Source: an optimization exercise on an open RTL-to-GDS flow (aim: small area, a short achievable clock period and few clock cycles per item). Production flows keep margins and buffers that such runs may drop.
No functional check of the RTL was part of any run shown here.
Power figures rest on the tool's default switching activity, not on a simulated workload.

==> flow/design.v, too long to show whole: its modules and the start of the top module <==
// module part4_mac: 1871 lines
module part4_mac(clk, reset, a, b, f, valid_in, valid_out);
  // ...
==> flow/run.sh <==
#!/bin/bash
# synth_recipe.tcl (not shown) runs the flow's synth.tcl, then flattens the netlist and writes it again
# the make line also repeats each setting of config.mk as NAME=value (left out here)
make -C /OpenROAD-flow-scripts/flow DESIGN_CONFIG=/design/flow/config.mk WORK_HOME=/design/flow/orfs CLKGATE_MAP_FILE= SYNTH_SCRIPT=/design/flow/synth_recipe.tcl finish
==> flow/config.mk <==
export PLATFORM = sky130hd
export DESIGN_NAME = part4_mac
export DESIGN_NICKNAME = part4_mac
export VERILOG_FILES = /design/flow/design.v
export SDC_FILE = /design/flow/constraint.sdc
export NUM_CORES = 4
export LEC_CHECK = 0
export CAP_MARGIN = 20
export CORE_MARGIN = 2
export CORE_UTILIZATION = 40
export SLEW_MARGIN = 20
==> flow/constraint.sdc <==
create_clock -name core_clock -period 6.0 [get_ports {clk}]
set_input_delay 1.2000 -clock core_clock [delete_from_list [all_inputs] [get_ports {clk}]]
set_output_delay 1.2000 -clock core_clock [all_outputs]
set_load 0.01 [all_outputs]
==> impl_metrics.yaml, run 1 <==
drt:
  wl_met2_um: 9247
  wl_per_cell_um: 14.55
  dr.pass1.iters: 5
  dr.max_layer_used: "met4"
  antenna_left: 0
  drt-met1-wl_um: 10480
power:
  power_leakage_nw: 4.854
  powerDensity_nw_per_um2: 485.2
  pwr-share-clk_pct: 19.9
  top_power_group: "combinational cells"
  combPwrFrac_pct: 48.0
  clock_power_mw: 1.15
floorplan:
  initial_core_util_pct: 40.37
setup_path:
  cp_max_fo: 4
  critPathLaunch: "r1_c4_0$_DFF_P_"
  cp_slowest_stage_delay_ps: 590
  cp.depth: 11
  r2r.worst_path.cells: 11
  cp_data_arrival_time_ps: 3610
status:
  status: "finished clean"
logic_synthesis:
  synth_cell_types: 53
  synth_mux_area_share_pct: 0.2999
  synthXorXnorAreaFrac_pct: 14.19
timing:
  fin_setup_tns_ps: 0
  post-route-min-period_ps: 3301
  relSlewSlack_pct: 35.43
cts:
  post_cts_resize_count: 0
  cts_buffers: 17
  hold_buffers: 0
global_route:
  top_usage_layer: "met2"
  met2_usage_pct: 25.91
  antenna_found_initial: 0
  grt_max_degree: 51
  grt_overflow_total: 0
run:
  drv_cap: 0
placed_design:
  placed_cell_area_sq_um: 11240
  port_buffers: 59
  hpwl_um: 15660
layout:
  diodes: 0
  fin_util_pct: 45.93
  top_regs: "p_r x28, raw x28, a_r x14"
  sh_seq_area_pct: 29.20
  bufAreaShareNonClock_pct: 5.167
  inverters_excl_clock: 87
min_path:
  whs_path_depth: 0
==> inputs of run 2 (changes only) <==
--- a/flow/config.mk
+++ b/flow/config.mk
@@ -8,4 +8,5 @@
 export CAP_MARGIN = 20
 export CORE_MARGIN = 2
 export CORE_UTILIZATION = 40
+export SETUP_SLACK_MARGIN = 3.3
 export SLEW_MARGIN = 20
==> run 2 against run 1 <==
Sequential cell count is the same. Non-clock buffer count up 16. Core utilization is 2.1 points higher. Wire length increased by 7.9%. Synthesized cell count is the same. Clock skew decreased by 2.7 ps. Global-route usage rose by 1.1 points. Register-to-register slack improved by 420 ps. Sequential share of layout area fell by 0.78 points. Worst setup slack improved by 420 ps. Critical path type unchanged.
==> impl_metrics.yaml, run 2 <==
layout:
  area_growth_pct: 19.04
  final_cell_area_sq_um: 12420
  diodes: 0
  drive_gt1_share_pct: 13.85
  fin_util_pct: 48.06
  final_common_cell: "dfxtp_1"
  fin_nets: 1295
  top_regs: "p_r x28, raw x28, a_r x14"
  fin_cells: 1461
  fillers: 2416
  layout_common_cells: "dfxtp_1, a22oi_1, xnor2_1"
drt:
  dr.pass1.iters: 5
  drcViolationCount: 0
  vias_per_cell: 5.050
  wl_um: 22710
  antenna_left: 0
  wl_per_cell_um: 15.55
  via_count: 7378
  drt_iter0_drc: 394
global_route:
  grt_max_degree: 31
  antenna_found_initial: 0
  grt_pass1_vias: 7394
  grt_use_total_pct: 17.60
  grt_pass1_wl_um: 37790
  grt_overflow_total: 0
floorplan:
  dieArea_sq_um: 27390
  initial_core_util_pct: 40.37
  rows: 59
  core-area_sq_um: 25840
  die_y_um: 165.5
  die_x_um: 165.5
  ios: 60
logic_synthesis:
  synth_cell_types: 53
  synth_ff_type: "dfxtp_1"
  synth_top_cell_area_share_pct: 33.20
  ys_async_sr_fraction_pct: 0
  synth_area_leader_cell: "dfxtp_1"
  synthCells: 1078
  yosysMostFrequentCell: "dfxtp_1"
  syn-num-nets: 1257
  syn_area_sq_um: 10430
  ys_ff_latch: 173
  synth_enable_flop_cells: 0
  synth_area_per_cell_sq_um: 9.676
  synth_warnings: 1
  netlist_top_cells_area: "dfxtp_1, fa_1, ha_1"
  synth_common_cells: "dfxtp_1, a22oi_1, xnor2_1"
  seq_area_frac_synth_pct: 33.20
placed_design:
  port_buffers: 59
  dp.cells: 1414
  placed_cell_area_sq_um: 11260
  dp_slack_ps: 2889
  hpwl_um: 15710
  place.gp.congestion: 0.8242
timing:
  fmax_mhz: 346.9
  timing.final.crit_share_pct: 48.04
  fin_hold_ws_ps: 370.6
  rsz0062_at_grt: "true"
  final.setup.worst_slack_ps: 3117
  fin_skew_ps: 10.61
  finalSetupViolCount: 0
  relSlewSlack_pct: 39.99
  tightest_slew_ps: 899.0
  post-route-min-period_ps: 2883
  fin_setup_tns_ps: 0
  drv_slew: 0
  finalHoldViolations: 0
setup_path:
  rrSetupSlack_ps: 3120
  cp_max_fo: 4
  cp_data_arrival_time_ps: 3190
  r2r.worst_path.cells: 11
  path_class: "flop to flop"
  r2r-end: "p_r[26]$_DFF_P_"
  start_kind: "flop"
  cp.required_ps: 6310
  endpoint_kind: "flop"
  regToRegStartpoint: "r1_c4_1$_DFF_P_"
cts:
  cts_buffer_depth: 2
  cts_tree: "built"
  insertion_delay_ps: 420
  cts_buffers: 17
  path_clk_slew_ps: 60
  cts_num_sinks: 173
  htree_num_levels: 4
  cts-root-buf: "clkbuf_16"
power:
  power_mw: 6.316
  vdd_drop_max_mv: 0.2108
  powerDensity_nw_per_um2: 508.7
  power_leakage_nw: 5.087
min_path:
  hold_class: "flop to flop"
  whs_path_depth: 0
  hp-start: "rd[0]$_DFF_P_"
  min_to: "rd[1]$_DFF_P_"
run:
  drv_cap: 0
status:
  status: "finished clean"
run 2: cell counts after synthesis:
Identical to the previous run, type by type.
run 2: what timing repair did:
action / in CTS / in global routing
pin swaps: 29 / 22
hold buffers: 0 / 0
endpoints found under the setup margin: 65 / 48
gates resized for setup: 131 / 46
gates cloned: 3 / 0
hold endpoints to repair: 0 / 0
buffers inserted: 13 / 2
run 2: area by class of cell:
type                       count  area (sq um)  area share (%)
clock buffer                  21         440.4           3.547
clock inverter                 8         143.9           1.159
inverter                      87         334.1           2.690
multi-input combinational    758          6764           54.47
sequential                   173          3528           28.42
tap                          335         419.2           3.376
timing repair buffer          78         778.2           6.268
timing repair inverter         1         8.758         0.07054
run 2: how the worst max path moves through the flow:
stage | end | start | cells past startpoint | slack (ps)
floorplan | p_r[26]$_DFF_P_ | r1_c4_0$_DFF_P_ | 11 | 3280
detailed placement | p_r[26]$_DFF_P_ | r1_c4_0$_DFF_P_ | 11 | 2890
global route | p_r[26]$_DFF_P_ | r1_c7_0$_DFF_P_ | 11 | 2990
CTS | f[23] | ovp$_DFF_P_ | 4 | 3090
global placement | p_r[26]$_DFF_P_ | r1_c4_0$_DFF_P_ | 11 | 3000
finish | p_r[26]$_DFF_P_ | r1_c4_1$_DFF_P_ | 11 | 3120
run 2: power by group:
part / internal (mW) / leakage, nW / total (mW) / switching, mW
sequential: 1.52 / 1.46 / 1.86 / 0.345
combinational: 1.65 / 3.34 / 3.33 / 1.68
clock: 0.688 / 0.287 / 1.12 / 0.431
run 2: cell families (layout without fill, tap and decap cells):
kind of cell / after synthesis / count (layout) / synth area share (%)
buffers and inverters: 147 / 195 / 5.290
and+or+nand+nor: 191 / 191 / 8.816
adders and majority gates: 148 / 148 / 22.79
xor gates and xnor gates: 169 / 169 / 14.19
AOI/OAI and AO/OA: 247 / 247 / 15.41
DFF: 173 / 173 / 33.20
muxes: 3 / 3 / 0.2999
run 2: critical path: stages, from the launching register on:
cell and delay (ps):
dfxtp_1 320, fa_2 610, ha_4 210, a21oi_2 150
nor2b_2 70, o31ai_4 300, a211oi_4 130, a31oi_4 270
a211oi_2 120, o31ai_2 290, nand2b_1 120, xor2_1 170
run 2: per-layer routing:
layer	vias to the layer above	global-route usage [%]	part of all wire (%)
met4	0	5.603	1.4
li1	3695	-	-
met5	-	0	0
met3	28	3.571	4.7
met2	183	27.97	46
met1	3472	24.05	48

==> separate check: timing with driven ports <==
The flow's constraints put no driver on any port. The routed layouts listed below were extracted and timed again, unchanged, in two steps. Step 1 assumes that a clkbuf_16 drives the clock port and a buf_2 every other input. Step 2 times the ports against the registers' clock, not the clock port: input delays grow and output delays shrink by t, the midpoint of the rising clock arrivals with the driver on. Slacks: ideal / step 1 / step 2; pairs: ideal / step 1.
| run | t (ns) | setup slack, ns | hold slack, ns |
|---|---|---|---|
| run 1 | 0.465 | 2.699 / 2.699 / 2.699 | 0.359 / 0.359 / 0.359 |
| run 2 | 0.468 | 3.117 / 3.117 / 3.117 | 0.371 / 0.371 / 0.371 |
After both steps every run listed still meets setup and hold.
